What follows belongs to an exercise in optimizing a design on an open flow for small area and a short achievable clock period; a production flow would make more cautious choices.
Function was not checked in any run shown here: the RTL went through the layout flow alone.

==> flow/design.v, too long to show whole: its modules and the start of the top module <==
// module iir: 1536 lines
// module iir_fa: 4 lines
// module iir_ha: 4 lines
// module iir_aoi21: 3 lines
// module iir_oai21: 3 lines
// module iir_nand2: 3 lines
// module iir_nor2: 3 lines
// module iir_inv: 3 lines
// module iir_xnor2: 3 lines
module iir(
    input signed [31:0] x,
    input clk,
    input reset,
    output signed [31:0] y
    );
  // ...
==> flow/flow/run.sh <==
#!/bin/bash
# The standard ORFS layout with extra make settings:
#   BUFFER_PORTS_ARGS="-buffer_cell sky130_fd_sc_hd__buf_2" ABC_LOAD_IN_FF=1 SETUP_MOVE_SEQUENCE=sizeup,swap CTS_ARGS="-sink_clustering_enable -repair_clock_nets -dont_use_dummy_load -buf_list sky130_fd_sc_hd__clkbuf_4"
# Each ORFS step keeps its full log under orfs/logs; make's own output goes to flow.log.
set -o pipefail
bash standard.sh BUFFER_PORTS_ARGS="-buffer_cell sky130_fd_sc_hd__buf_2" ABC_LOAD_IN_FF=1 SETUP_MOVE_SEQUENCE=sizeup,swap CTS_ARGS="-sink_clustering_enable -repair_clock_nets -dont_use_dummy_load -buf_list sky130_fd_sc_hd__clkbuf_4" finish > flow.log 2>&1
==> flow/standard.sh <==
#!/bin/bash
# synth_recipe.tcl (not shown) runs the flow's synth.tcl, then flattens the netlist and writes it again
# the make line also repeats each setting of config.mk as NAME=value (left out here)
make -C /OpenROAD-flow-scripts/flow DESIGN_CONFIG=/design/flow/config.mk WORK_HOME=/design/flow/orfs CLKGATE_MAP_FILE= SYNTH_SCRIPT=/design/flow/synth_recipe.tcl "${@:-finish}"
==> flow/config.mk <==
export PLATFORM = sky130hd
export DESIGN_NAME = iir
export DESIGN_NICKNAME = iir
export VERILOG_FILES = /design/flow/design.v
export SDC_FILE = /design/flow/constraint.sdc
export NUM_CORES = 4
export LEC_CHECK = 0
export CAP_MARGIN = 20
export CORE_MARGIN = 2
export CORE_UTILIZATION = 70
export SETUP_SLACK_MARGIN = 4.2
export SLEW_MARGIN = 20
export SYNTH_HIERARCHICAL = 1
==> flow/constraint.sdc <==
create_clock -name core_clock -period 11.0 [get_ports {clk}]
set_input_delay 2.2000 -clock core_clock [delete_from_list [all_inputs] [get_ports {clk}]]
set_output_delay 2.2000 -clock core_clock [all_outputs]
set_load 0.01 [all_outputs]
==> insert_results.sql, run 1 <==
INSERT INTO impl_metrics (metric_group, metric, value, unit) VALUES
('synthesis', 'synth_seq_area_share', '0.235', ''),
('outcome', 'run_status', 'complete, no violations', ''),
('critical_path', 'worstSetupEndpointType', 'primary output', ''),
('sta', 'clock.fmax', '0.146', 'GHz'),
('synthesis', 'post_synth_most_frequent_cells', 'sky130_fd_sc_hd__a21oi_1, sky130_fd_sc_hd__fa_1, sky130_fd_sc_hd__inv_1, sky130_fd_sc_hd__o21ai_1, sky130_fd_sc_hd__nand2_1', ''),
('drt', 'met1Wirelength', '6.78', 'mm'),
('global_route', 'grt_first_pass_wirelength', '26.2', 'mm'),
('sta', 'max_slew.worst_pin.slew', '0.846', 'ns'),
('floorplan', 'core_region_area', '9590', 'µm²'),
('critical_path', 'timing.rr.start', 's1[4]', ''),
('sta', 'period_share', '0.623', ''),
('drt', 'routed_wl', '17.2', 'mm'),
('floorplan', 'tapcell.inserted', '133', ''),
('sta', 'timing.final.setup_violations', '0', ''),
('layout', 'layout.cells.largest_class', 'multi-input combinational cells', ''),
('critical_path', 'setup.worst_path.end', 'y[25]', ''),
('layout', 'layout.clock.cell_area_share', '0.00854', ''),
('critical_path', 'critical_path.startpoint_type', 'input port', ''),
('layout', 'numSequentialCells', '64', ''),
('layout', 'areaGrowthSynthToFinish', '16.0', '%'),
('critical_path', 'rr_worst_depth', '20', ''),
('layout', 'multi_input_cells', '560', ''),
('synthesis', 'yosysMostFrequentCell', 'sky130_fd_sc_hd__a21oi_1', ''),
('layout', 'nonClockInverterCount', '82', ''),
('cts', 'cts_htree_levels', '3', ''),
('layout', 'regArea', '1600', 'µm²'),
('drt', 'detailroute.via_count', '5297', ''),
('layout', 'seqAreaFraction', '0.202', ''),
('floorplan', 'die_width', '103', 'µm'),
('floorplan', 'num_rows', '36', ''),
('layout', 'diodes_inserted', '0', ''),
('sta', 'hold-worst-slack', '0.497', 'ns'),
('sta', 'fin_setup_tns', '0', 'ns'),
('layout', 'finalCoreUtilization', '0.825', ''),
('drt', 'drt_iter0_markers', '243', ''),
('layout', 'layout.nonclk_buf_frac', '0.0421', ''),
('synthesis', 'synthFlopType', 'sky130_fd_sc_hd__dfrtp_1', '');
==> run 2, diff against run 1 <==
--- a/flow/design.v
+++ b/flow/design.v
@@ -619,185 +619,243 @@
     wire sc_608;
     wire inv_609;
     wire ss_610;
     wire sc_611;
     wire sg_612;
     wire sp_613;
     wire sg_614;
     wire sp_615;
-    wire sp_616;
-    wire sg_617;
-    wire sgn_618;
-    wire spn_619;
-    wire sgn_620;
-    wire spn_621;
-    wire sgn_622;
-    wire spn_623;
-    wire sgn_624;
-    wire spn_625;
-    wire sgn_626;
-    wire spn_627;
-    wire sgn_628;
-    wire spn_629;
-    wire sgn_630;
-    wire spn_631;
-    wire sgn_632;
-    wire spn_633;
-    wire sgn_634;
-    wire spn_635;
-    wire sgn_636;
-    wire spn_637;
-    wire sgn_638;
-    wire spn_639;
-    wire sgn_640;
-    wire spn_641;
-    wire sgn_642;
-    wire spn_643;
-    wire sgn_644;
-    wire spn_645;
-    wire sgn_646;
-    wire spn_647;
-    wire sgn_648;
-    wire spn_649;
-    wire sgn_650;
-    wire spn_651;
-    wire sgn_652;
-    wire spn_653;
-    wire sgn_654;
-    wire spn_655;
-    wire sgn_656;
-    wire spn_657;
-    wire sgn_658;
-    wire spn_659;
-    wire sgn_660;
-    wire spn_661;
-    wire sgn_662;
-    wire spn_663;
-    wire sgn_664;
-    wire spn_665;
-    wire sgn_666;
-    wire spn_667;
-    wire sgn_668;
-    wire spn_669;
-    wire sgn_670;
-    wire spn_671;
-    wire sgn_672;
-    wire spn_673;
+    wire sgn_616;
+    wire spn_617;
+    wire sp_618;
+    wire sg_619;
+    wire sp_620;
+    wire sg_621;
+    wire sp_622;
+    wire sg_623;
+    wire sp_624;
+    wire sg_625;
+    wire sp_626;
+    wire sg_627;
+    wire sp_628;
+    wire sg_629;
+    wire sp_630;
+    wire sg_631;
+    wire sp_632;
+    wire sg_633;
+    wire sp_634;
+    wire sg_635;
+    wire sp_636;
+    wire sg_637;
+    wire sp_638;
+    wire sg_639;
+    wire sp_640;
+    wire sg_641;
+    wire sp_642;
+    wire sg_643;
+    wire sp_644;
+    wire sg_645;
+    wire sp_646;
+    wire sg_647;
+    wire sp_648;
+    wire sg_649;
+    wire sp_650;
+    wire sg_651;
+    wire sp_652;
+    wire sg_653;
+    wire sp_654;
+    wire sg_655;
+    wire sp_656;
+    wire sg_657;
+    wire sp_658;
+    wire sg_659;
+    wire sp_660;
+    wire sg_661;
+    wire sp_662;
+    wire sg_663;
+    wire sp_664;
+    wire sg_665;
+    wire sp_666;
+    wire sg_667;
+    wire sp_668;
+    wire sg_669;
+    wire sp_670;
+    wire sg_671;
+    wire sp_672;
+    wire sg_673;
     wire saoi21_674;
     wire snand2_675;
-    wire snand2_676;
-    wire soai21_677;
-    wire snor2_678;
-    wire soai21_679;
-    wire snor2_680;
-    wire soai21_681;
-    wire snor2_682;
-    wire soai21_683;
-    wire snor2_684;
-    wire soai21_685;
-    wire snor2_686;
-    wire soai21_687;
-    wire snor2_688;
-    wire soai21_689;
-    wire snor2_690;
-    wire soai21_691;
-    wire snor2_692;
-    wire soai21_693;
-    wire snor2_694;
-    wire soai21_695;
-    wire snor2_696;
-    wire soai21_697;
-    wire snor2_698;
-    wire soai21_699;
-    wire snor2_700;
-    wire soai21_701;
-    wire snor2_702;
-    wire soai21_703;
-    wire snor2_704;
-    wire sinv_705;
+    wire sinv_676;
+    wire snor2_677;
+    wire saoi21_678;
+    wire snand2_679;
+    wire saoi21_680;
+    wire snand2_681;
+    wire saoi21_682;
+    wire snand2_683;
+    wire saoi21_684;
+    wire snand2_685;
+    wire saoi21_686;
+    wire snand2_687;
+    wire saoi21_688;
+    wire snand2_689;
+    wire saoi21_690;
+    wire snand2_691;
+    wire saoi21_692;
+    wire snand2_693;
+    wire saoi21_694;
+    wire snand2_695;
+    wire saoi21_696;
+    wire snand2_697;
+    wire saoi21_698;
+    wire snand2_699;
+    wire saoi21_700;
+    wire snand2_701;
+    wire saoi21_702;
+    wire snand2_703;
+    wire saoi21_704;
+    wire snand2_705;
     wire sinv_706;
-    wire sinv_707;
-    wire saoi21_708;
-    wire snand2_709;
-    wire saoi21_710;
-    wire snand2_711;
-    wire saoi21_712;
-    wire snand2_713;
-    wire saoi21_714;
-    wire snand2_715;
-    wire saoi21_716;
-    wire snand2_717;
-    wire saoi21_718;
-    wire snand2_719;
-    wire saoi21_720;
-    wire snand2_721;
-    wire saoi21_722;
-    wire snand2_723;
-    wire soai21_724;
-    wire snor2_725;
-    wire soai21_726;
-    wire snor2_727;
-    wire soai21_728;
-    wire snor2_729;
-    wire soai21_730;
-    wire snor2_731;
-    wire saoi21_732;
-    wire snand2_733;
-    wire saoi21_734;
-    wire snand2_735;
-    wire soai21_736;
+    wire soai21_707;
+    wire snor2_708;
+    wire soai21_709;
+    wire snor2_710;
+    wire soai21_711;
+    wire snor2_712;
+    wire soai21_713;
+    wire snor2_714;
+    wire soai21_715;
+    wire snor2_716;
+    wire soai21_717;
+    wire snor2_718;
+    wire soai21_719;
+    wire snor2_720;
+    wire soai21_721;
+    wire snor2_722;
+    wire soai21_723;
+    wire snor2_724;
+    wire soai21_725;
+    wire snor2_726;
+    wire soai21_727;
+    wire snor2_728;
+    wire soai21_729;
+    wire snor2_730;
+    wire soai21_731;
+    wire snor2_732;
+    wire soai21_733;
+    wire snor2_734;
+    wire soai21_735;
+    wire snor2_736;
     wire sinv_737;
     wire sinv_738;
     wire saoi21_739;
     wire snand2_740;
-    wire sinv_741;
-    wire sinv_742;
-    wire soai21_743;
-    wire snor2_744;
-    wire soai21_745;
-    wire snor2_746;
-    wire soai21_747;
-    wire snor2_748;
-    wire sinv_749;
-    wire sinv_750;
+    wire saoi21_741;
+    wire snand2_742;
+    wire saoi21_743;
+    wire snand2_744;
+    wire saoi21_745;
+    wire snand2_746;
+    wire saoi21_747;
+    wire snand2_748;
+    wire saoi21_749;
+    wire snand2_750;
     wire saoi21_751;
     wire snand2_752;
     wire saoi21_753;
     wire snand2_754;
     wire saoi21_755;
     wire snand2_756;
     wire saoi21_757;
     wire snand2_758;
     wire saoi21_759;
     wire snand2_760;
-    wire sinv_761;
-    wire sinv_762;
+    wire saoi21_761;
+    wire snand2_762;
     wire saoi21_763;
     wire snand2_764;
     wire saoi21_765;
     wire snand2_766;
-    wire snand2_767;
-    wire soai21_768;
-    wire soai21_769;
-    wire soai21_770;
-    wire soai21_771;
-    wire sinv_772;
+    wire soai21_767;
+    wire snor2_768;
+    wire sinv_769;
+    wire sinv_770;
+    wire saoi21_771;
+    wire snand2_772;
     wire soai21_773;
-    wire soai21_774;
+    wire snor2_774;
     wire soai21_775;
-    wire soai21_776;
-    wire sinv_777;
-    wire soai21_778;
+    wire snor2_776;
+    wire soai21_777;
+    wire snor2_778;
     wire soai21_779;
-    wire soai21_780;
+    wire snor2_780;
     wire soai21_781;
-    wire sinv_782;
+    wire snor2_782;
     wire soai21_783;
-    wire soai21_784;
+    wire snor2_784;
+    wire soai21_785;
+    wire snor2_786;
+    wire soai21_787;
+    wire snor2_788;
+    wire soai21_789;
+    wire snor2_790;
+    wire soai21_791;
+    wire snor2_792;
+    wire saoi21_793;
+    wire snand2_794;
+    wire saoi21_795;
+    wire snand2_796;
+    wire sinv_797;
+    wire sinv_798;
+    wire soai21_799;
+    wire snor2_800;
+    wire sinv_801;
+    wire sinv_802;
+    wire soai21_803;
+    wire snor2_804;
+    wire saoi21_805;
+    wire snand2_806;
+    wire sinv_807;
+    wire sinv_808;
+    wire soai21_809;
+    wire snor2_810;
+    wire saoi21_811;
+    wire snand2_812;
+    wire saoi21_813;
+    wire snand2_814;
+    wire saoi21_815;
+    wire sinv_816;
+    wire sinv_817;
+    wire soai21_818;
+    wire sinv_819;
+    wire sinv_820;
+    wire soai21_821;
+    wire saoi21_822;
+    wire sinv_823;
+    wire sinv_824;
+    wire soai21_825;
+    wire saoi21_826;
+    wire saoi21_827;
+    wire sinv_828;
+    wire sinv_829;
+    wire soai21_830;
+    wire sinv_831;
+    wire sinv_832;
+    wire soai21_833;
+    wire saoi21_834;
+    wire saoi21_835;
+    wire sinv_836;
+    wire sinv_837;
+    wire soai21_838;
+    wire saoi21_839;
+    wire sinv_840;
+    wire sinv_841;
+    wire soai21_842;
     iir_fa yfa_2 (.a(s1[2]), .b(x[1]), .c(x[0]), .s(ys_1), .co(yc_2));
     iir_fa yfa_4 (.a(s1[3]), .b(x[2]), .c(x[1]), .s(ys_3), .co(yc_4));
     iir_fa yfa_6 (.a(s1[4]), .b(x[3]), .c(x[2]), .s(ys_5), .co(yc_6));
     iir_fa yfa_8 (.a(s1[5]), .b(x[4]), .c(x[3]), .s(ys_7), .co(yc_8));
     iir_fa yfa_10 (.a(s1[6]), .b(x[5]), .c(x[4]), .s(ys_9), .co(yc_10));
     iir_fa yfa_12 (.a(s1[7]), .b(x[6]), .c(x[5]), .s(ys_11), .co(yc_12));
     iir_fa yfa_14 (.a(s1[8]), .b(x[7]), .c(x[6]), .s(ys_13), .co(yc_14));
     iir_fa yfa_16 (.a(s1[9]), .b(x[8]), .c(x[7]), .s(ys_15), .co(yc_16));
@@ -1319,216 +1377,247 @@
     assign inv_606 = ~x[30];
     iir_fa sfa_608 (.a(inv_606), .b(r2[30]), .c(yv[28]), .s(ss_607), .co(sc_608));
     assign inv_609 = ~x[31];
     iir_fa sfa_611 (.a(inv_609), .b(r2[31]), .c(yv[29]), .s(ss_610), .co(sc_611));
     assign sg_612 = ~x[0] & r2[0];
     assign sp_613 = ~x[0] ^ r2[0];
     assign sg_614 = ~x[1] & r2[1];
     assign sp_615 = ~x[1] ^ r2[1];
-    iir_ha spg_617 (.a(sc_524), .b(ss_526), .s(sp_616), .co(sg_617));
-    iir_nand2 sgn_618_i (.a(sc_527), .b(ss_529), .y(sgn_618));
-    iir_xnor2 spn_619_i (.a(sc_527), .b(ss_529), .y(spn_619));
-    iir_nand2 sgn_620_i (.a(sc_530), .b(ss_532), .y(sgn_620));
-    iir_xnor2 spn_621_i (.a(sc_530), .b(ss_532), .y(spn_621));
-    iir_nand2 sgn_622_i (.a(sc_533), .b(ss_535), .y(sgn_622));
-    iir_xnor2 spn_623_i (.a(sc_533), .b(ss_535), .y(spn_623));
-    iir_nand2 sgn_624_i (.a(sc_536), .b(ss_538), .y(sgn_624));
-    iir_xnor2 spn_625_i (.a(sc_536), .b(ss_538), .y(spn_625));
-    iir_nand2 sgn_626_i (.a(sc_539), .b(ss_541), .y(sgn_626));
-    iir_xnor2 spn_627_i (.a(sc_539), .b(ss_541), .y(spn_627));
-    iir_nand2 sgn_628_i (.a(sc_542), .b(ss_544), .y(sgn_628));
-    iir_xnor2 spn_629_i (.a(sc_542), .b(ss_544), .y(spn_629));
-    iir_nand2 sgn_630_i (.a(sc_545), .b(ss_547), .y(sgn_630));
-    iir_xnor2 spn_631_i (.a(sc_545), .b(ss_547), .y(spn_631));
-    iir_nand2 sgn_632_i (.a(sc_548), .b(ss_550), .y(sgn_632));
-    iir_xnor2 spn_633_i (.a(sc_548), .b(ss_550), .y(spn_633));
-    iir_nand2 sgn_634_i (.a(sc_551), .b(ss_553), .y(sgn_634));
-    iir_xnor2 spn_635_i (.a(sc_551), .b(ss_553), .y(spn_635));
-    iir_nand2 sgn_636_i (.a(sc_554), .b(ss_556), .y(sgn_636));
-    iir_xnor2 spn_637_i (.a(sc_554), .b(ss_556), .y(spn_637));
-    iir_nand2 sgn_638_i (.a(sc_557), .b(ss_559), .y(sgn_638));
-    iir_xnor2 spn_639_i (.a(sc_557), .b(ss_559), .y(spn_639));
-    iir_nand2 sgn_640_i (.a(sc_560), .b(ss_562), .y(sgn_640));
-    iir_xnor2 spn_641_i (.a(sc_560), .b(ss_562), .y(spn_641));
-    iir_nand2 sgn_642_i (.a(sc_563), .b(ss_565), .y(sgn_642));
-    iir_xnor2 spn_643_i (.a(sc_563), .b(ss_565), .y(spn_643));
-    iir_nand2 sgn_644_i (.a(sc_566), .b(ss_568), .y(sgn_644));
-    iir_xnor2 spn_645_i (.a(sc_566), .b(ss_568), .y(spn_645));
-    iir_nand2 sgn_646_i (.a(sc_569), .b(ss_571), .y(sgn_646));
-    iir_xnor2 spn_647_i (.a(sc_569), .b(ss_571), .y(spn_647));
-    iir_nand2 sgn_648_i (.a(sc_572), .b(ss_574), .y(sgn_648));
-    iir_xnor2 spn_649_i (.a(sc_572), .b(ss_574), .y(spn_649));
-    iir_nand2 sgn_650_i (.a(sc_575), .b(ss_577), .y(sgn_650));
-    iir_xnor2 spn_651_i (.a(sc_575), .b(ss_577), .y(spn_651));
-    iir_nand2 sgn_652_i (.a(sc_578), .b(ss_580), .y(sgn_652));
-    iir_xnor2 spn_653_i (.a(sc_578), .b(ss_580), .y(spn_653));
-    iir_nand2 sgn_654_i (.a(sc_581), .b(ss_583), .y(sgn_654));
-    iir_xnor2 spn_655_i (.a(sc_581), .b(ss_583), .y(spn_655));
-    iir_nand2 sgn_656_i (.a(sc_584), .b(ss_586), .y(sgn_656));
-    iir_xnor2 spn_657_i (.a(sc_584), .b(ss_586), .y(spn_657));
-    iir_nand2 sgn_658_i (.a(sc_587), .b(ss_589), .y(sgn_658));
-    iir_xnor2 spn_659_i (.a(sc_587), .b(ss_589), .y(spn_659));
-    iir_nand2 sgn_660_i (.a(sc_590), .b(ss_592), .y(sgn_660));
-    iir_xnor2 spn_661_i (.a(sc_590), .b(ss_592), .y(spn_661));
-    iir_nand2 sgn_662_i (.a(sc_593), .b(ss_595), .y(sgn_662));
-    iir_xnor2 spn_663_i (.a(sc_593), .b(ss_595), .y(spn_663));
-    iir_nand2 sgn_664_i (.a(sc_596), .b(ss_598), .y(sgn_664));
-    iir_xnor2 spn_665_i (.a(sc_596), .b(ss_598), .y(spn_665));
-    iir_nand2 sgn_666_i (.a(sc_599), .b(ss_601), .y(sgn_666));
-    iir_xnor2 spn_667_i (.a(sc_599), .b(ss_601), .y(spn_667));
-    iir_nand2 sgn_668_i (.a(sc_602), .b(ss_604), .y(sgn_668));
-    iir_xnor2 spn_669_i (.a(sc_602), .b(ss_604), .y(spn_669));
-    iir_nand2 sgn_670_i (.a(sc_605), .b(ss_607), .y(sgn_670));
-    iir_xnor2 spn_671_i (.a(sc_605), .b(ss_607), .y(spn_671));
-    iir_nand2 sgn_672_i (.a(sc_608), .b(ss_610), .y(sgn_672));
-    iir_xnor2 spn_673_i (.a(sc_608), .b(ss_610), .y(spn_673));
+    iir_nand2 sgn_616_i (.a(sc_524), .b(ss_526), .y(sgn_616));
+    iir_xnor2 spn_617_i (.a(sc_524), .b(ss_526), .y(spn_617));
+    iir_ha spg_619 (.a(sc_527), .b(ss_529), .s(sp_618), .co(sg_619));
+    iir_ha spg_621 (.a(sc_530), .b(ss_532), .s(sp_620), .co(sg_621));
+    iir_ha spg_623 (.a(sc_533), .b(ss_535), .s(sp_622), .co(sg_623));
+    iir_ha spg_625 (.a(sc_536), .b(ss_538), .s(sp_624), .co(sg_625));
+    iir_ha spg_627 (.a(sc_539), .b(ss_541), .s(sp_626), .co(sg_627));
+    iir_ha spg_629 (.a(sc_542), .b(ss_544), .s(sp_628), .co(sg_629));
+    iir_ha spg_631 (.a(sc_545), .b(ss_547), .s(sp_630), .co(sg_631));
+    iir_ha spg_633 (.a(sc_548), .b(ss_550), .s(sp_632), .co(sg_633));
+    iir_ha spg_635 (.a(sc_551), .b(ss_553), .s(sp_634), .co(sg_635));
+    iir_ha spg_637 (.a(sc_554), .b(ss_556), .s(sp_636), .co(sg_637));
+    iir_ha spg_639 (.a(sc_557), .b(ss_559), .s(sp_638), .co(sg_639));
+    iir_ha spg_641 (.a(sc_560), .b(ss_562), .s(sp_640), .co(sg_641));
+    iir_ha spg_643 (.a(sc_563), .b(ss_565), .s(sp_642), .co(sg_643));
+    iir_ha spg_645 (.a(sc_566), .b(ss_568), .s(sp_644), .co(sg_645));
+    iir_ha spg_647 (.a(sc_569), .b(ss_571), .s(sp_646), .co(sg_647));
+    iir_ha spg_649 (.a(sc_572), .b(ss_574), .s(sp_648), .co(sg_649));
+    iir_ha spg_651 (.a(sc_575), .b(ss_577), .s(sp_650), .co(sg_651));
+    iir_ha spg_653 (.a(sc_578), .b(ss_580), .s(sp_652), .co(sg_653));
+    iir_ha spg_655 (.a(sc_581), .b(ss_583), .s(sp_654), .co(sg_655));
+    iir_ha spg_657 (.a(sc_584), .b(ss_586), .s(sp_656), .co(sg_657));
+    iir_ha spg_659 (.a(sc_587), .b(ss_589), .s(sp_658), .co(sg_659));
+    iir_ha spg_661 (.a(sc_590), .b(ss_592), .s(sp_660), .co(sg_661));
+    iir_ha spg_663 (.a(sc_593), .b(ss_595), .s(sp_662), .co(sg_663));
+    iir_ha spg_665 (.a(sc_596), .b(ss_598), .s(sp_664), .co(sg_665));
+    iir_ha spg_667 (.a(sc_599), .b(ss_601), .s(sp_666), .co(sg_667));
+    iir_ha spg_669 (.a(sc_602), .b(ss_604), .s(sp_668), .co(sg_669));
+    iir_ha spg_671 (.a(sc_605), .b(ss_607), .s(sp_670), .co(sg_671));
+    iir_ha spg_673 (.a(sc_608), .b(ss_610), .s(sp_672), .co(sg_673));
     iir_aoi21 saoi21_674_i (.a(sp_615), .b(sg_612), .c(sg_614), .y(saoi21_674));
     iir_nand2 snand2_675_i (.a(sp_615), .b(sp_613), .y(snand2_675));
-    iir_nand2 snand2_676_i (.a(sp_616), .b(ss_523), .y(snand2_676));
-    iir_oai21 soai21_677_i (.a(spn_621), .b(sgn_618), .c(sgn_620), .y(soai21_677));
-    iir_nor2 snor2_678_i (.a(spn_621), .b(spn_619), .y(snor2_678));
-    iir_oai21 soai21_679_i (.a(spn_625), .b(sgn_622), .c(sgn_624), .y(soai21_679));
-    iir_nor2 snor2_680_i (.a(spn_625), .b(spn_623), .y(snor2_680));
-    iir_oai21 soai21_681_i (.a(spn_629), .b(sgn_626), .c(sgn_628), .y(soai21_681));
-    iir_nor2 snor2_682_i (.a(spn_629), .b(spn_627), .y(snor2_682));
-    iir_oai21 soai21_683_i (.a(spn_633), .b(sgn_630), .c(sgn_632), .y(soai21_683));
-    iir_nor2 snor2_684_i (.a(spn_633), .b(spn_631), .y(snor2_684));
-    iir_oai21 soai21_685_i (.a(spn_637), .b(sgn_634), .c(sgn_636), .y(soai21_685));
-    iir_nor2 snor2_686_i (.a(spn_637), .b(spn_635), .y(snor2_686));
-    iir_oai21 soai21_687_i (.a(spn_641), .b(sgn_638), .c(sgn_640), .y(soai21_687));
-    iir_nor2 snor2_688_i (.a(spn_641), .b(spn_639), .y(snor2_688));
-    iir_oai21 soai21_689_i (.a(spn_645), .b(sgn_642), .c(sgn_644), .y(soai21_689));
-    iir_nor2 snor2_690_i (.a(spn_645), .b(spn_643), .y(snor2_690));
-    iir_oai21 soai21_691_i (.a(spn_649), .b(sgn_646), .c(sgn_648), .y(soai21_691));
-    iir_nor2 snor2_692_i (.a(spn_649), .b(spn_647), .y(snor2_692));
-    iir_oai21 soai21_693_i (.a(spn_653), .b(sgn_650), .c(sgn_652), .y(soai21_693));
-    iir_nor2 snor2_694_i (.a(spn_653), .b(spn_651), .y(snor2_694));
-    iir_oai21 soai21_695_i (.a(spn_657), .b(sgn_654), .c(sgn_656), .y(soai21_695));
-    iir_nor2 snor2_696_i (.a(spn_657), .b(spn_655), .y(snor2_696));
-    iir_oai21 soai21_697_i (.a(spn_661), .b(sgn_658), .c(sgn_660), .y(soai21_697));
-    iir_nor2 snor2_698_i (.a(spn_661), .b(spn_659), .y(snor2_698));
-    iir_oai21 soai21_699_i (.a(spn_665), .b(sgn_662), .c(sgn_664), .y(soai21_699));
-    iir_nor2 snor2_700_i (.a(spn_665), .b(spn_663), .y(snor2_700));
-    iir_oai21 soai21_701_i (.a(spn_669), .b(sgn_666), .c(sgn_668), .y(soai21_701));
-    iir_nor2 snor2_702_i (.a(spn_669), .b(spn_667), .y(snor2_702));
-    iir_oai21 soai21_703_i (.a(spn_673), .b(sgn_670), .c(sgn_672), .y(soai21_703));
-    iir_nor2 snor2_704_i (.a(spn_673), .b(spn_671), .y(snor2_704));
-    iir_inv sinv_705_i (.a(snand2_676), .y(sinv_705));
-    iir_inv sinv_706_i (.a(saoi21_674), .y(sinv_706));
-    iir_inv sinv_707_i (.a(snand2_675), .y(sinv_707));
-    iir_aoi21 saoi21_708_i (.a(sinv_705), .b(sinv_706), .c(sg_617), .y(saoi21_708));
-    iir_nand2 snand2_709_i (.a(sinv_705), .b(sinv_707), .y(snand2_709));
-    iir_aoi21 saoi21_710_i (.a(snor2_680), .b(soai21_677), .c(soai21_679), .y(saoi21_710));
-    iir_nand2 snand2_711_i (.a(snor2_680), .b(snor2_678), .y(snand2_711));
-    iir_aoi21 saoi21_712_i (.a(snor2_684), .b(soai21_681), .c(soai21_683), .y(saoi21_712));
-    iir_nand2 snand2_713_i (.a(snor2_684), .b(snor2_682), .y(snand2_713));
-    iir_aoi21 saoi21_714_i (.a(snor2_688), .b(soai21_685), .c(soai21_687), .y(saoi21_714));
-    iir_nand2 snand2_715_i (.a(snor2_688), .b(snor2_686), .y(snand2_715));
-    iir_aoi21 saoi21_716_i (.a(snor2_692), .b(soai21_689), .c(soai21_691), .y(saoi21_716));
-    iir_nand2 snand2_717_i (.a(snor2_692), .b(snor2_690), .y(snand2_717));
-    iir_aoi21 saoi21_718_i (.a(snor2_696), .b(soai21_693), .c(soai21_695), .y(saoi21_718));
-    iir_nand2 snand2_719_i (.a(snor2_696), .b(snor2_694), .y(snand2_719));
-    iir_aoi21 saoi21_720_i (.a(snor2_700), .b(soai21_697), .c(soai21_699), .y(saoi21_720));
-    iir_nand2 snand2_721_i (.a(snor2_700), .b(snor2_698), .y(snand2_721));
-    iir_aoi21 saoi21_722_i (.a(snor2_704), .b(soai21_701), .c(soai21_703), .y(saoi21_722));
-    iir_nand2 snand2_723_i (.a(snor2_704), .b(snor2_702), .y(snand2_723));
-    iir_oai21 soai21_724_i (.a(snand2_711), .b(saoi21_708), .c(saoi21_710), .y(soai21_724));
-    iir_nor2 snor2_725_i (.a(snand2_711), .b(snand2_709), .y(snor2_725));
-    iir_oai21 soai21_726_i (.a(snand2_715), .b(saoi21_712), .c(saoi21_714), .y(soai21_726));
-    iir_nor2 snor2_727_i (.a(snand2_715), .b(snand2_713), .y(snor2_727));
-    iir_oai21 soai21_728_i (.a(snand2_719), .b(saoi21_716), .c(saoi21_718), .y(soai21_728));
-    iir_nor2 snor2_729_i (.a(snand2_719), .b(snand2_717), .y(snor2_729));
-    iir_oai21 soai21_730_i (.a(snand2_723), .b(saoi21_720), .c(saoi21_722), .y(soai21_730));
-    iir_nor2 snor2_731_i (.a(snand2_723), .b(snand2_721), .y(snor2_731));
-    iir_aoi21 saoi21_732_i (.a(snor2_727), .b(soai21_724), .c(soai21_726), .y(saoi21_732));
-    iir_nand2 snand2_733_i (.a(snor2_727), .b(snor2_725), .y(snand2_733));
-    iir_aoi21 saoi21_734_i (.a(snor2_731), .b(soai21_728), .c(soai21_730), .y(saoi21_734));
-    iir_nand2 snand2_735_i (.a(snor2_731), .b(snor2_729), .y(snand2_735));
-    iir_oai21 soai21_736_i (.a(snand2_735), .b(saoi21_732), .c(saoi21_734), .y(soai21_736));
-    iir_inv sinv_737_i (.a(saoi21_732), .y(sinv_737));
-    iir_inv sinv_738_i (.a(snand2_733), .y(sinv_738));
-    iir_aoi21 saoi21_739_i (.a(snor2_729), .b(sinv_737), .c(soai21_728), .y(saoi21_739));
-    iir_nand2 snand2_740_i (.a(snor2_729), .b(sinv_738), .y(snand2_740));
-    iir_inv sinv_741_i (.a(soai21_724), .y(sinv_741));
-    iir_inv sinv_742_i (.a(snor2_725), .y(sinv_742));
-    iir_oai21 soai21_743_i (.a(snand2_713), .b(sinv_741), .c(saoi21_712), .y(soai21_743));
-    iir_nor2 snor2_744_i (.a(snand2_713), .b(sinv_742), .y(snor2_744));
-    iir_oai21 soai21_745_i (.a(snand2_717), .b(saoi21_732), .c(saoi21_716), .y(soai21_745));
-    iir_nor2 snor2_746_i (.a(snand2_717), .b(snand2_733), .y(snor2_746));
-    iir_oai21 soai21_747_i (.a(snand2_721), .b(saoi21_739), .c(saoi21_720), .y(soai21_747));
-    iir_nor2 snor2_748_i (.a(snand2_721), .b(snand2_740), .y(snor2_748));
-    iir_inv sinv_749_i (.a(saoi21_708), .y(sinv_749));
-    iir_inv sinv_750_i (.a(snand2_709), .y(sinv_750));
-    iir_aoi21 saoi21_751_i (.a(snor2_678), .b(sinv_749), .c(soai21_677), .y(saoi21_751));
-    iir_nand2 snand2_752_i (.a(snor2_678), .b(sinv_750), .y(snand2_752));
-    iir_aoi21 saoi21_753_i (.a(snor2_682), .b(soai21_724), .c(soai21_681), .y(saoi21_753));
-    iir_nand2 snand2_754_i (.a(snor2_682), .b(snor2_725), .y(snand2_754));
-    iir_aoi21 saoi21_755_i (.a(snor2_686), .b(soai21_743), .c(soai21_685), .y(saoi21_755));
-    iir_nand2 snand2_756_i (.a(snor2_686), .b(snor2_744), .y(snand2_756));
-    iir_aoi21 saoi21_757_i (.a(snor2_690), .b(sinv_737), .c(soai21_689), .y(saoi21_757));
-    iir_nand2 snand2_758_i (.a(snor2_690), .b(sinv_738), .y(snand2_758));
-    iir_aoi21 saoi21_759_i (.a(snor2_694), .b(soai21_745), .c(soai21_693), .y(saoi21_759));
-    iir_nand2 snand2_760_i (.a(snor2_694), .b(snor2_746), .y(snand2_760));
-    iir_inv sinv_761_i (.a(saoi21_739), .y(sinv_761));
-    iir_inv sinv_762_i (.a(snand2_740), .y(sinv_762));
-    iir_aoi21 saoi21_763_i (.a(snor2_698), .b(sinv_761), .c(soai21_697), .y(saoi21_763));
-    iir_nand2 snand2_764_i (.a(snor2_698), .b(sinv_762), .y(snand2_764));
-    iir_aoi21 saoi21_765_i (.a(snor2_702), .b(soai21_747), .c(soai21_701), .y(saoi21_765));
-    iir_nand2 snand2_766_i (.a(snor2_702), .b(snor2_748), .y(snand2_766));
-    iir_nand2 snand2_767_i (.a(ss_523), .b(sinv_706), .y(snand2_767));
-    iir_oai21 soai21_768_i (.a(spn_619), .b(saoi21_708), .c(sgn_618), .y(soai21_768));
-    iir_oai21 soai21_769_i (.a(spn_623), .b(saoi21_751), .c(sgn_622), .y(soai21_769));
-    iir_oai21 soai21_770_i (.a(spn_627), .b(sinv_741), .c(sgn_626), .y(soai21_770));
-    iir_oai21 soai21_771_i (.a(spn_631), .b(saoi21_753), .c(sgn_630), .y(soai21_771));
-    iir_inv sinv_772_i (.a(soai21_743), .y(sinv_772));
-    iir_oai21 soai21_773_i (.a(spn_635), .b(sinv_772), .c(sgn_634), .y(soai21_773));
-    iir_oai21 soai21_774_i (.a(spn_639), .b(saoi21_755), .c(sgn_638), .y(soai21_774));
-    iir_oai21 soai21_775_i (.a(spn_643), .b(saoi21_732), .c(sgn_642), .y(soai21_775));
-    iir_oai21 soai21_776_i (.a(spn_647), .b(saoi21_757), .c(sgn_646), .y(soai21_776));
-    iir_inv sinv_777_i (.a(soai21_745), .y(sinv_777));
-    iir_oai21 soai21_778_i (.a(spn_651), .b(sinv_777), .c(sgn_650), .y(soai21_778));
-    iir_oai21 soai21_779_i (.a(spn_655), .b(saoi21_759), .c(sgn_654), .y(soai21_779));
-    iir_oai21 soai21_780_i (.a(spn_659), .b(saoi21_739), .c(sgn_658), .y(soai21_780));
-    iir_oai21 soai21_781_i (.a(spn_663), .b(saoi21_763), .c(sgn_662), .y(soai21_781));
-    iir_inv sinv_782_i (.a(soai21_747), .y(sinv_782));
-    iir_oai21 soai21_783_i (.a(spn_667), .b(sinv_782), .c(sgn_666), .y(soai21_783));
-    iir_oai21 soai21_784_i (.a(spn_671), .b(saoi21_765), .c(sgn_670), .y(soai21_784));
+    iir_inv sinv_676_i (.a(ss_523), .y(sinv_676));
+    iir_nor2 snor2_677_i (.a(spn_617), .b(sinv_676), .y(snor2_677));
+    iir_aoi21 saoi21_678_i (.a(sp_620), .b(sg_619), .c(sg_621), .y(saoi21_678));
+    iir_nand2 snand2_679_i (.a(sp_620), .b(sp_618), .y(snand2_679));
+    iir_aoi21 saoi21_680_i (.a(sp_624), .b(sg_623), .c(sg_625), .y(saoi21_680));
+    iir_nand2 snand2_681_i (.a(sp_624), .b(sp_622), .y(snand2_681));
+    iir_aoi21 saoi21_682_i (.a(sp_628), .b(sg_627), .c(sg_629), .y(saoi21_682));
+    iir_nand2 snand2_683_i (.a(sp_628), .b(sp_626), .y(snand2_683));
+    iir_aoi21 saoi21_684_i (.a(sp_632), .b(sg_631), .c(sg_633), .y(saoi21_684));
+    iir_nand2 snand2_685_i (.a(sp_632), .b(sp_630), .y(snand2_685));
+    iir_aoi21 saoi21_686_i (.a(sp_636), .b(sg_635), .c(sg_637), .y(saoi21_686));
+    iir_nand2 snand2_687_i (.a(sp_636), .b(sp_634), .y(snand2_687));
+    iir_aoi21 saoi21_688_i (.a(sp_640), .b(sg_639), .c(sg_641), .y(saoi21_688));
+    iir_nand2 snand2_689_i (.a(sp_640), .b(sp_638), .y(snand2_689));
+    iir_aoi21 saoi21_690_i (.a(sp_644), .b(sg_643), .c(sg_645), .y(saoi21_690));
+    iir_nand2 snand2_691_i (.a(sp_644), .b(sp_642), .y(snand2_691));
+    iir_aoi21 saoi21_692_i (.a(sp_648), .b(sg_647), .c(sg_649), .y(saoi21_692));
+    iir_nand2 snand2_693_i (.a(sp_648), .b(sp_646), .y(snand2_693));
+    iir_aoi21 saoi21_694_i (.a(sp_652), .b(sg_651), .c(sg_653), .y(saoi21_694));
+    iir_nand2 snand2_695_i (.a(sp_652), .b(sp_650), .y(snand2_695));
+    iir_aoi21 saoi21_696_i (.a(sp_656), .b(sg_655), .c(sg_657), .y(saoi21_696));
+    iir_nand2 snand2_697_i (.a(sp_656), .b(sp_654), .y(snand2_697));
+    iir_aoi21 saoi21_698_i (.a(sp_660), .b(sg_659), .c(sg_661), .y(saoi21_698));
+    iir_nand2 snand2_699_i (.a(sp_660), .b(sp_658), .y(snand2_699));
+    iir_aoi21 saoi21_700_i (.a(sp_664), .b(sg_663), .c(sg_665), .y(saoi21_700));
+    iir_nand2 snand2_701_i (.a(sp_664), .b(sp_662), .y(snand2_701));
+    iir_aoi21 saoi21_702_i (.a(sp_668), .b(sg_667), .c(sg_669), .y(saoi21_702));
+    iir_nand2 snand2_703_i (.a(sp_668), .b(sp_666), .y(snand2_703));
+    iir_aoi21 saoi21_704_i (.a(sp_672), .b(sg_671), .c(sg_673), .y(saoi21_704));
+    iir_nand2 snand2_705_i (.a(sp_672), .b(sp_670), .y(snand2_705));
+    iir_inv sinv_706_i (.a(snor2_677), .y(sinv_706));
+    iir_oai21 soai21_707_i (.a(sinv_706), .b(saoi21_674), .c(sgn_616), .y(soai21_707));
+    iir_nor2 snor2_708_i (.a(sinv_706), .b(snand2_675), .y(snor2_708));
+    iir_oai21 soai21_709_i (.a(snand2_679), .b(sgn_616), .c(saoi21_678), .y(soai21_709));
+    iir_nor2 snor2_710_i (.a(snand2_679), .b(sinv_706), .y(snor2_710));
+    iir_oai21 soai21_711_i (.a(snand2_681), .b(saoi21_678), .c(saoi21_680), .y(soai21_711));
+    iir_nor2 snor2_712_i (.a(snand2_681), .b(snand2_679), .y(snor2_712));
+    iir_oai21 soai21_713_i (.a(snand2_683), .b(saoi21_680), .c(saoi21_682), .y(soai21_713));
+    iir_nor2 snor2_714_i (.a(snand2_683), .b(snand2_681), .y(snor2_714));
+    iir_oai21 soai21_715_i (.a(snand2_685), .b(saoi21_682), .c(saoi21_684), .y(soai21_715));
+    iir_nor2 snor2_716_i (.a(snand2_685), .b(snand2_683), .y(snor2_716));
+    iir_oai21 soai21_717_i (.a(snand2_687), .b(saoi21_684), .c(saoi21_686), .y(soai21_717));
+    iir_nor2 snor2_718_i (.a(snand2_687), .b(snand2_685), .y(snor2_718));
+    iir_oai21 soai21_719_i (.a(snand2_689), .b(saoi21_686), .c(saoi21_688), .y(soai21_719));
+    iir_nor2 snor2_720_i (.a(snand2_689), .b(snand2_687), .y(snor2_720));
+    iir_oai21 soai21_721_i (.a(snand2_691), .b(saoi21_688), .c(saoi21_690), .y(soai21_721));
+    iir_nor2 snor2_722_i (.a(snand2_691), .b(snand2_689), .y(snor2_722));
+    iir_oai21 soai21_723_i (.a(snand2_693), .b(saoi21_690), .c(saoi21_692), .y(soai21_723));
+    iir_nor2 snor2_724_i (.a(snand2_693), .b(snand2_691), .y(snor2_724));
+    iir_oai21 soai21_725_i (.a(snand2_695), .b(saoi21_692), .c(saoi21_694), .y(soai21_725));
+    iir_nor2 snor2_726_i (.a(snand2_695), .b(snand2_693), .y(snor2_726));
+    iir_oai21 soai21_727_i (.a(snand2_697), .b(saoi21_694), .c(saoi21_696), .y(soai21_727));
+    iir_nor2 snor2_728_i (.a(snand2_697), .b(snand2_695), .y(snor2_728));
+    iir_oai21 soai21_729_i (.a(snand2_699), .b(saoi21_696), .c(saoi21_698), .y(soai21_729));
+    iir_nor2 snor2_730_i (.a(snand2_699), .b(snand2_697), .y(snor2_730));
+    iir_oai21 soai21_731_i (.a(snand2_701), .b(saoi21_698), .c(saoi21_700), .y(soai21_731));
+    iir_nor2 snor2_732_i (.a(snand2_701), .b(snand2_699), .y(snor2_732));
+    iir_oai21 soai21_733_i (.a(snand2_703), .b(saoi21_700), .c(saoi21_702), .y(soai21_733));
+    iir_nor2 snor2_734_i (.a(snand2_703), .b(snand2_701), .y(snor2_734));
+    iir_oai21 soai21_735_i (.a(snand2_705), .b(saoi21_702), .c(saoi21_704), .y(soai21_735));
+    iir_nor2 snor2_736_i (.a(snand2_705), .b(snand2_703), .y(snor2_736));
+    iir_inv sinv_737_i (.a(saoi21_674), .y(sinv_737));
+    iir_inv sinv_738_i (.a(snand2_675), .y(sinv_738));
+    iir_aoi21 saoi21_739_i (.a(snor2_710), .b(sinv_737), .c(soai21_709), .y(saoi21_739));
+    iir_nand2 snand2_740_i (.a(snor2_710), .b(sinv_738), .y(snand2_740));
+    iir_aoi21 saoi21_741_i (.a(snor2_712), .b(soai21_707), .c(soai21_711), .y(saoi21_741));
+    iir_nand2 snand2_742_i (.a(snor2_712), .b(snor2_708), .y(snand2_742));
+    iir_aoi21 saoi21_743_i (.a(snor2_714), .b(soai21_709), .c(soai21_713), .y(saoi21_743));
+    iir_nand2 snand2_744_i (.a(snor2_714), .b(snor2_710), .y(snand2_744));
+    iir_aoi21 saoi21_745_i (.a(snor2_716), .b(soai21_711), .c(soai21_715), .y(saoi21_745));
+    iir_nand2 snand2_746_i (.a(snor2_716), .b(snor2_712), .y(snand2_746));
+    iir_aoi21 saoi21_747_i (.a(snor2_718), .b(soai21_713), .c(soai21_717), .y(saoi21_747));
+    iir_nand2 snand2_748_i (.a(snor2_718), .b(snor2_714), .y(snand2_748));
+    iir_aoi21 saoi21_749_i (.a(snor2_720), .b(soai21_715), .c(soai21_719), .y(saoi21_749));
+    iir_nand2 snand2_750_i (.a(snor2_720), .b(snor2_716), .y(snand2_750));
+    iir_aoi21 saoi21_751_i (.a(snor2_722), .b(soai21_717), .c(soai21_721), .y(saoi21_751));
+    iir_nand2 snand2_752_i (.a(snor2_722), .b(snor2_718), .y(snand2_752));
+    iir_aoi21 saoi21_753_i (.a(snor2_724), .b(soai21_719), .c(soai21_723), .y(saoi21_753));
+    iir_nand2 snand2_754_i (.a(snor2_724), .b(snor2_720), .y(snand2_754));
+    iir_aoi21 saoi21_755_i (.a(snor2_726), .b(soai21_721), .c(soai21_725), .y(saoi21_755));
+    iir_nand2 snand2_756_i (.a(snor2_726), .b(snor2_722), .y(snand2_756));
+    iir_aoi21 saoi21_757_i (.a(snor2_728), .b(soai21_723), .c(soai21_727), .y(saoi21_757));
+    iir_nand2 snand2_758_i (.a(snor2_728), .b(snor2_724), .y(snand2_758));
+    iir_aoi21 saoi21_759_i (.a(snor2_730), .b(soai21_725), .c(soai21_729), .y(saoi21_759));
+    iir_nand2 snand2_760_i (.a(snor2_730), .b(snor2_726), .y(snand2_760));
+    iir_aoi21 saoi21_761_i (.a(snor2_732), .b(soai21_727), .c(soai21_731), .y(saoi21_761));
+    iir_nand2 snand2_762_i (.a(snor2_732), .b(snor2_728), .y(snand2_762));
+    iir_aoi21 saoi21_763_i (.a(snor2_734), .b(soai21_729), .c(soai21_733), .y(saoi21_763));
+    iir_nand2 snand2_764_i (.a(snor2_734), .b(snor2_730), .y(snand2_764));
+    iir_aoi21 saoi21_765_i (.a(snor2_736), .b(soai21_731), .c(soai21_735), .y(saoi21_765));
+    iir_nand2 snand2_766_i (.a(snor2_736), .b(snor2_732), .y(snand2_766));
+    iir_oai21 soai21_767_i (.a(snand2_744), .b(saoi21_674), .c(saoi21_743), .y(soai21_767));
+    iir_nor2 snor2_768_i (.a(snand2_744), .b(snand2_675), .y(snor2_768));
+    iir_inv sinv_769_i (.a(saoi21_745), .y(sinv_769));
+    iir_inv sinv_770_i (.a(snand2_746), .y(sinv_770));
+    iir_aoi21 saoi21_771_i (.a(sinv_770), .b(soai21_707), .c(sinv_769), .y(saoi21_771));
+    iir_nand2 snand2_772_i (.a(sinv_770), .b(snor2_708), .y(snand2_772));
+    iir_oai21 soai21_773_i (.a(snand2_748), .b(saoi21_739), .c(saoi21_747), .y(soai21_773));
+    iir_nor2 snor2_774_i (.a(snand2_748), .b(snand2_740), .y(snor2_774));
+    iir_oai21 soai21_775_i (.a(snand2_750), .b(saoi21_741), .c(saoi21_749), .y(soai21_775));
+    iir_nor2 snor2_776_i (.a(snand2_750), .b(snand2_742), .y(snor2_776));
+    iir_oai21 soai21_777_i (.a(snand2_752), .b(saoi21_743), .c(saoi21_751), .y(soai21_777));
+    iir_nor2 snor2_778_i (.a(snand2_752), .b(snand2_744), .y(snor2_778));
+    iir_oai21 soai21_779_i (.a(snand2_754), .b(saoi21_745), .c(saoi21_753), .y(soai21_779));
+    iir_nor2 snor2_780_i (.a(snand2_754), .b(snand2_746), .y(snor2_780));
+    iir_oai21 soai21_781_i (.a(snand2_756), .b(saoi21_747), .c(saoi21_755), .y(soai21_781));
+    iir_nor2 snor2_782_i (.a(snand2_756), .b(snand2_748), .y(snor2_782));
+    iir_oai21 soai21_783_i (.a(snand2_758), .b(saoi21_749), .c(saoi21_757), .y(soai21_783));
+    iir_nor2 snor2_784_i (.a(snand2_758), .b(snand2_750), .y(snor2_784));
+    iir_oai21 soai21_785_i (.a(snand2_760), .b(saoi21_751), .c(saoi21_759), .y(soai21_785));
+    iir_nor2 snor2_786_i (.a(snand2_760), .b(snand2_752), .y(snor2_786));
+    iir_oai21 soai21_787_i (.a(snand2_762), .b(saoi21_753), .c(saoi21_761), .y(soai21_787));
+    iir_nor2 snor2_788_i (.a(snand2_762), .b(snand2_754), .y(snor2_788));
+    iir_oai21 soai21_789_i (.a(snand2_764), .b(saoi21_755), .c(saoi21_763), .y(soai21_789));
+    iir_nor2 snor2_790_i (.a(snand2_764), .b(snand2_756), .y(snor2_790));
+    iir_oai21 soai21_791_i (.a(snand2_766), .b(saoi21_757), .c(saoi21_765), .y(soai21_791));
+    iir_nor2 snor2_792_i (.a(snand2_766), .b(snand2_758), .y(snor2_792));
+    iir_aoi21 saoi21_793_i (.a(snor2_778), .b(sinv_737), .c(soai21_777), .y(saoi21_793));
+    iir_nand2 snand2_794_i (.a(snor2_778), .b(sinv_738), .y(snand2_794));
+    iir_aoi21 saoi21_795_i (.a(snor2_780), .b(soai21_707), .c(soai21_779), .y(saoi21_795));
+    iir_nand2 snand2_796_i (.a(snor2_780), .b(snor2_708), .y(snand2_796));
+    iir_inv sinv_797_i (.a(soai21_781), .y(sinv_797));
+    iir_inv sinv_798_i (.a(snor2_782), .y(sinv_798));
+    iir_oai21 soai21_799_i (.a(sinv_798), .b(saoi21_739), .c(sinv_797), .y(soai21_799));
+    iir_nor2 snor2_800_i (.a(sinv_798), .b(snand2_740), .y(snor2_800));
+    iir_inv sinv_801_i (.a(soai21_783), .y(sinv_801));
+    iir_inv sinv_802_i (.a(snor2_784), .y(sinv_802));
+    iir_oai21 soai21_803_i (.a(sinv_802), .b(saoi21_741), .c(sinv_801), .y(soai21_803));
+    iir_nor2 snor2_804_i (.a(sinv_802), .b(snand2_742), .y(snor2_804));
+    iir_aoi21 saoi21_805_i (.a(snor2_786), .b(soai21_767), .c(soai21_785), .y(saoi21_805));
+    iir_nand2 snand2_806_i (.a(snor2_786), .b(snor2_768), .y(snand2_806));
+    iir_inv sinv_807_i (.a(soai21_787), .y(sinv_807));
+    iir_inv sinv_808_i (.a(snor2_788), .y(sinv_808));
+    iir_oai21 soai21_809_i (.a(sinv_808), .b(saoi21_771), .c(sinv_807), .y(soai21_809));
+    iir_nor2 snor2_810_i (.a(sinv_808), .b(snand2_772), .y(snor2_810));
+    iir_aoi21 saoi21_811_i (.a(snor2_790), .b(soai21_773), .c(soai21_789), .y(saoi21_811));
+    iir_nand2 snand2_812_i (.a(snor2_790), .b(snor2_774), .y(snand2_812));
+    iir_aoi21 saoi21_813_i (.a(snor2_792), .b(soai21_775), .c(soai21_791), .y(saoi21_813));
+    iir_nand2 snand2_814_i (.a(ss_523), .b(sinv_737), .y(snand2_814));
+    iir_aoi21 saoi21_815_i (.a(sp_618), .b(soai21_707), .c(sg_619), .y(saoi21_815));
+    iir_inv sinv_816_i (.a(sg_623), .y(sinv_816));
+    iir_inv sinv_817_i (.a(sp_622), .y(sinv_817));
+    iir_oai21 soai21_818_i (.a(sinv_817), .b(saoi21_739), .c(sinv_816), .y(soai21_818));
+    iir_inv sinv_819_i (.a(sg_627), .y(sinv_819));
+    iir_inv sinv_820_i (.a(sp_626), .y(sinv_820));
+    iir_oai21 soai21_821_i (.a(sinv_820), .b(saoi21_741), .c(sinv_819), .y(soai21_821));
+    iir_aoi21 saoi21_822_i (.a(sp_630), .b(soai21_767), .c(sg_631), .y(saoi21_822));
+    iir_inv sinv_823_i (.a(sg_635), .y(sinv_823));
+    iir_inv sinv_824_i (.a(sp_634), .y(sinv_824));
+    iir_oai21 soai21_825_i (.a(sinv_824), .b(saoi21_771), .c(sinv_823), .y(soai21_825));
+    iir_aoi21 saoi21_826_i (.a(sp_638), .b(soai21_773), .c(sg_639), .y(saoi21_826));
+    iir_aoi21 saoi21_827_i (.a(sp_642), .b(soai21_775), .c(sg_643), .y(saoi21_827));
+    iir_inv sinv_828_i (.a(sg_647), .y(sinv_828));
+    iir_inv sinv_829_i (.a(sp_646), .y(sinv_829));
+    iir_oai21 soai21_830_i (.a(sinv_829), .b(saoi21_793), .c(sinv_828), .y(soai21_830));
+    iir_inv sinv_831_i (.a(sg_651), .y(sinv_831));
+    iir_inv sinv_832_i (.a(sp_650), .y(sinv_832));
+    iir_oai21 soai21_833_i (.a(sinv_832), .b(saoi21_795), .c(sinv_831), .y(soai21_833));
+    iir_aoi21 saoi21_834_i (.a(sp_654), .b(soai21_799), .c(sg_655), .y(saoi21_834));
+    iir_aoi21 saoi21_835_i (.a(sp_658), .b(soai21_803), .c(sg_659), .y(saoi21_835));
+    iir_inv sinv_836_i (.a(sg_663), .y(sinv_836));
+    iir_inv sinv_837_i (.a(sp_662), .y(sinv_837));
+    iir_oai21 soai21_838_i (.a(sinv_837), .b(saoi21_805), .c(sinv_836), .y(soai21_838));
+    iir_aoi21 saoi21_839_i (.a(sp_666), .b(soai21_809), .c(sg_667), .y(saoi21_839));
+    iir_inv sinv_840_i (.a(sg_671), .y(sinv_840));
+    iir_inv sinv_841_i (.a(sp_670), .y(sinv_841));
+    iir_oai21 soai21_842_i (.a(sinv_841), .b(saoi21_811), .c(sinv_840), .y(soai21_842));
     assign s1n[0] = ~sp_613;
     assign s1n[1] = ~(sp_615 ^ sg_612);
     assign s1n[2] = ss_523 ^ saoi21_674;
-    assign s1n[3] = sp_616 ^ snand2_767;
-    assign s1n[4] = ~(spn_619 ^ saoi21_708);
-    assign s1n[5] = spn_621 ^ soai21_768;
-    assign s1n[6] = ~(spn_623 ^ saoi21_751);
-    assign s1n[7] = spn_625 ^ soai21_769;
-    assign s1n[8] = spn_627 ^ soai21_724;
-    assign s1n[9] = spn_629 ^ soai21_770;
-    assign s1n[10] = ~(spn_631 ^ saoi21_753);
-    assign s1n[11] = spn_633 ^ soai21_771;
-    assign s1n[12] = spn_635 ^ soai21_743;
-    assign s1n[13] = spn_637 ^ soai21_773;
-    assign s1n[14] = ~(spn_639 ^ saoi21_755);
-    assign s1n[15] = spn_641 ^ soai21_774;
-    assign s1n[16] = ~(spn_643 ^ saoi21_732);
-    assign s1n[17] = spn_645 ^ soai21_775;
-    assign s1n[18] = ~(spn_647 ^ saoi21_757);
-    assign s1n[19] = spn_649 ^ soai21_776;
-    assign s1n[20] = spn_651 ^ soai21_745;
-    assign s1n[21] = spn_653 ^ soai21_778;
-    assign s1n[22] = ~(spn_655 ^ saoi21_759);
-    assign s1n[23] = spn_657 ^ soai21_779;
-    assign s1n[24] = ~(spn_659 ^ saoi21_739);
-    assign s1n[25] = spn_661 ^ soai21_780;
-    assign s1n[26] = ~(spn_663 ^ saoi21_763);
-    assign s1n[27] = spn_665 ^ soai21_781;
-    assign s1n[28] = spn_667 ^ soai21_747;
-    assign s1n[29] = spn_669 ^ soai21_783;
-    assign s1n[30] = ~(spn_671 ^ saoi21_765);
-    assign s1n[31] = spn_673 ^ soai21_784;
+    assign s1n[3] = ~(spn_617 ^ snand2_814);
+    assign s1n[4] = ~(sp_618 ^ soai21_707);
+    assign s1n[5] = sp_620 ^ saoi21_815;
+    assign s1n[6] = sp_622 ^ saoi21_739;
+    assign s1n[7] = ~(sp_624 ^ soai21_818);
+    assign s1n[8] = sp_626 ^ saoi21_741;
+    assign s1n[9] = ~(sp_628 ^ soai21_821);
+    assign s1n[10] = ~(sp_630 ^ soai21_767);
+    assign s1n[11] = sp_632 ^ saoi21_822;
+    assign s1n[12] = sp_634 ^ saoi21_771;
+    assign s1n[13] = ~(sp_636 ^ soai21_825);
+    assign s1n[14] = ~(sp_638 ^ soai21_773);
+    assign s1n[15] = sp_640 ^ saoi21_826;
+    assign s1n[16] = ~(sp_642 ^ soai21_775);
+    assign s1n[17] = sp_644 ^ saoi21_827;
+    assign s1n[18] = sp_646 ^ saoi21_793;
+    assign s1n[19] = ~(sp_648 ^ soai21_830);
+    assign s1n[20] = sp_650 ^ saoi21_795;
+    assign s1n[21] = ~(sp_652 ^ soai21_833);
+    assign s1n[22] = ~(sp_654 ^ soai21_799);
+    assign s1n[23] = sp_656 ^ saoi21_834;
+    assign s1n[24] = ~(sp_658 ^ soai21_803);
+    assign s1n[25] = sp_660 ^ saoi21_835;
+    assign s1n[26] = sp_662 ^ saoi21_805;
+    assign s1n[27] = ~(sp_664 ^ soai21_838);
+    assign s1n[28] = ~(sp_666 ^ soai21_809);
+    assign s1n[29] = sp_668 ^ saoi21_839;
+    assign s1n[30] = sp_670 ^ saoi21_811;
+    assign s1n[31] = ~(sp_672 ^ soai21_842);
     assign y = yv;
     always @(posedge clk or posedge reset)
         if (reset) begin
             s1 <= 32'd0;
             r2 <= 32'd0;
         end else begin
             s1 <= s1n;
             r2 <= r2n;
==> flow/flow/run.sh (replaced) <==
#!/bin/bash
# The standard ORFS layout with extra make settings:
#   BUFFER_PORTS_ARGS="-buffer_cell sky130_fd_sc_hd__buf_2" ABC_LOAD_IN_FF=1 CTS_ARGS="-sink_clustering_enable -repair_clock_nets -dont_use_dummy_load -buf_list sky130_fd_sc_hd__clkbuf_4"
# Each ORFS step keeps its full log under orfs/logs; make's own output goes to flow.log.
set -o pipefail
bash standard.sh BUFFER_PORTS_ARGS="-buffer_cell sky130_fd_sc_hd__buf_2" ABC_LOAD_IN_FF=1 CTS_ARGS="-sink_clustering_enable -repair_clock_nets -dont_use_dummy_load -buf_list sky130_fd_sc_hd__clkbuf_4" finish > flow.log 2>&1
==> run 2 against run 1 <==
  * Clock skew is 0.0096 ns higher
  * Via count is 8.8% higher
  * Cell area is 2.1% higher
  * Cell count rose by 4.9%
  * Area after synthesis up 3.9%
  * Critical path depth unchanged
  * Maximum frequency rose by 0.71%
  * Non-clock buffer count is 9 higher
  * Clock-buffer cell count unchanged
  * Routed wire length rose by 6.5%
==> insert_results.sql, run 2 <==
INSERT INTO impl_metrics (metric_group, metric, value, unit) VALUES
('outcome', 'run_status', 'complete, no violations', ''),
('critical_path', 'critical_path.startpoint_type', 'input port', ''),
('synthesis', 'post_synth_most_frequent_cells', 'sky130_fd_sc_hd__a21oi_1, sky130_fd_sc_hd__inv_1, sky130_fd_sc_hd__ha_1, sky130_fd_sc_hd__fa_1, sky130_fd_sc_hd__o21ai_1', ''),
('sta', 'max_slew.worst_pin.slew', '0.837', 'ns'),
('synthesis', 'synthFlopType', 'sky130_fd_sc_hd__dfrtp_1', ''),
('layout', 'post_route_cells_drive_above_1_share', '0.180', ''),
('layout', 'largest_registers', 'r2 x32, s1 x32', ''),
('synthesis', 'synth_cell_type_count', '11', ''),
('layout', 'diodes_inserted', '0', ''),
('cts', 'cts_htree_levels', '3', ''),
('layout', 'stdcell_count', '959', ''),
('synthesis', 'yosysMostFrequentCell', 'sky130_fd_sc_hd__a21oi_1', ''),
('hold_path', 'timing.hold.worst.class', 'flop to flop', ''),
('sta', 'clock.fmax', '0.147', 'GHz'),
('critical_path', 'worstSetupEndpointType', 'primary output', ''),
('cts', 'cts_hold_buf', '0', ''),
('sta', 'fin_setup_tns', '0', 'ns'),
('floorplan', 'ioPinCount', '66', ''),
('sta', 'hold-worst-slack', '0.467', 'ns'),
('sta', 'period_share', '0.619', ''),
('floorplan', 'num_rows', '36', ''),
('placement', 'post-place-cells', '941', ''),
('layout', 'areaGrowthSynthToFinish', '14.0', '%'),
('layout', 'final_cell_mix', 'sky130_fd_sc_hd__inv_1, sky130_fd_sc_hd__a21oi_1, sky130_fd_sc_hd__fa_1', ''),
('drt', 'drt_iter0_markers', '375', ''),
('drt', 'detailroute.via_count', '5764', ''),
('floorplan', 'core_region_area', '9820', 'µm²'),
('sta', 'timing.final.setup_violations', '0', ''),
('drt', 'routed_wl', '18.3', 'mm'),
('synthesis', 'synth_seq_area_share', '0.226', ''),
('floorplan', 'die_width', '105', 'µm');
## run 2: cell families after synthesis
family | Yosys count | synth area share
XOR/XNOR | 92 | 0.114
buffers and inverters | 100 | 0.0540
adder cells (fa/ha/maj) | 178 | 0.408
flip-flops | 64 | 0.226
AND/OR/NAND/NOR | 116 | 0.0615
AO/OA/AOI/OAI | 194 | 0.137
## run 2: area by class of cell
cell class,instances,area (µm²),area share
Inverter,98,368,0.0456
Multi-Input combinational cell,580,5470,0.678
Timing Repair Buffer,75,400,0.0496
Tap cell,133,166,0.0206
Clock buffer,9,67.6,0.00837
Sequential cell,64,1600,0.198
## run 2: final timing paths
check | startpoint | to | slack (ns) | cells after the start
min in group asynchronous | reset | s1[2] | 1.98 | 3
hold reg to reg | s1[0] | r2[0] | 0.47 | 0
hold / removal | s1[0] | r2[0] | 0.47 | 0
setup / recovery | x[6] | y[27] | 4.19 | 11
max in group asynchronous | reset | s1[22] | 8.45 | 3
setup reg to reg | s1[4] | s1[29] | 5.90 | 18
## run 2: per-module statistics from Yosys, one instance, submodules excluded
module,cell area (µm²),times used,cells
iir,2570,1,193
iir_aoi21,5.00,111,1
iir_fa,20.0,88,1
iir_ha,12.5,88,1
iir_inv,3.75,64,1
iir_nand2,3.75,69,1
iir_nor2,3.75,47,1
iir_oai21,5.00,83,1
iir_xnor2,8.76,1,1
## run 2: critical path, cell delays in order
cell and delay [ns]:
sky130_fd_sc_hd__buf_2 0.15, sky130_fd_sc_hd__fa_1 0.58, sky130_fd_sc_hd__ha_4 0.23, sky130_fd_sc_hd__a21oi_2 0.21, sky130_fd_sc_hd__o21ai_2 0.12, sky130_fd_sc_hd__a21oi_2 0.22
sky130_fd_sc_hd__o21ai_4 0.12, sky130_fd_sc_hd__a21oi_4 0.20, sky130_fd_sc_hd__o21ai_1 0.11, sky130_fd_sc_hd__xor2_1 0.26, sky130_fd_sc_hd__buf_2 0.18
## run 2: repair_timing
item | 4_1_cts | 5_1_grt
buffers inserted | 2 | 7
endpoints found under the setup margin | 15 | 17
pin swaps | 5 | 15
gates resized for setup | 19 | 61
cloned | 0 | 0
## run 2: stage by stage
stage | util
6_report | 0.822
5_1_grt | 0.822
4_1_cts | 0.787
3_5_place_dp | 0.771
3_3_place_gp | 0.771
2_1_floorplan | -
## run 2: per-layer routing
| metal | part of all wire | wire [µm] |
|---|---|---|
| met2 | 0.50 | 9170 |
| met1 | 0.41 | 7530 |
| met4 | 0.024 | 439 |
| met3 | 0.065 | 1190 |
| met5 | 0 | 0 |

separate check: timing with driven ports:
How much do the figures lean on ideal ports? The routed layouts below were timed once more, with nothing changed but the port constraints.
Step 1: set_driving_cell puts a clkbuf_16 on clk and a buf_2 on each other input, an assumption about the parent block.
Step 2 also shifts input and output timing later by t, the mid clock arrival at the registers, as if the neighbouring blocks saw the same clock.
Three values: ideal, step 1, step 2; two values: the first two.
run	t (ns)	slack for setup (ns)	hold WS [ns]
run 1	0.436	4.143 / 4.121 / 3.988	0.497 / 0.497 / 0.497
run 2	0.479	4.191 / 4.169 / 4.049	0.467 / 0.467 / 0.467
After both steps every run listed still meets setup and hold. For run 1, which loses most, drivers alone change the setup slack by -0.022 ns; drivers and shift together by -0.155 ns.
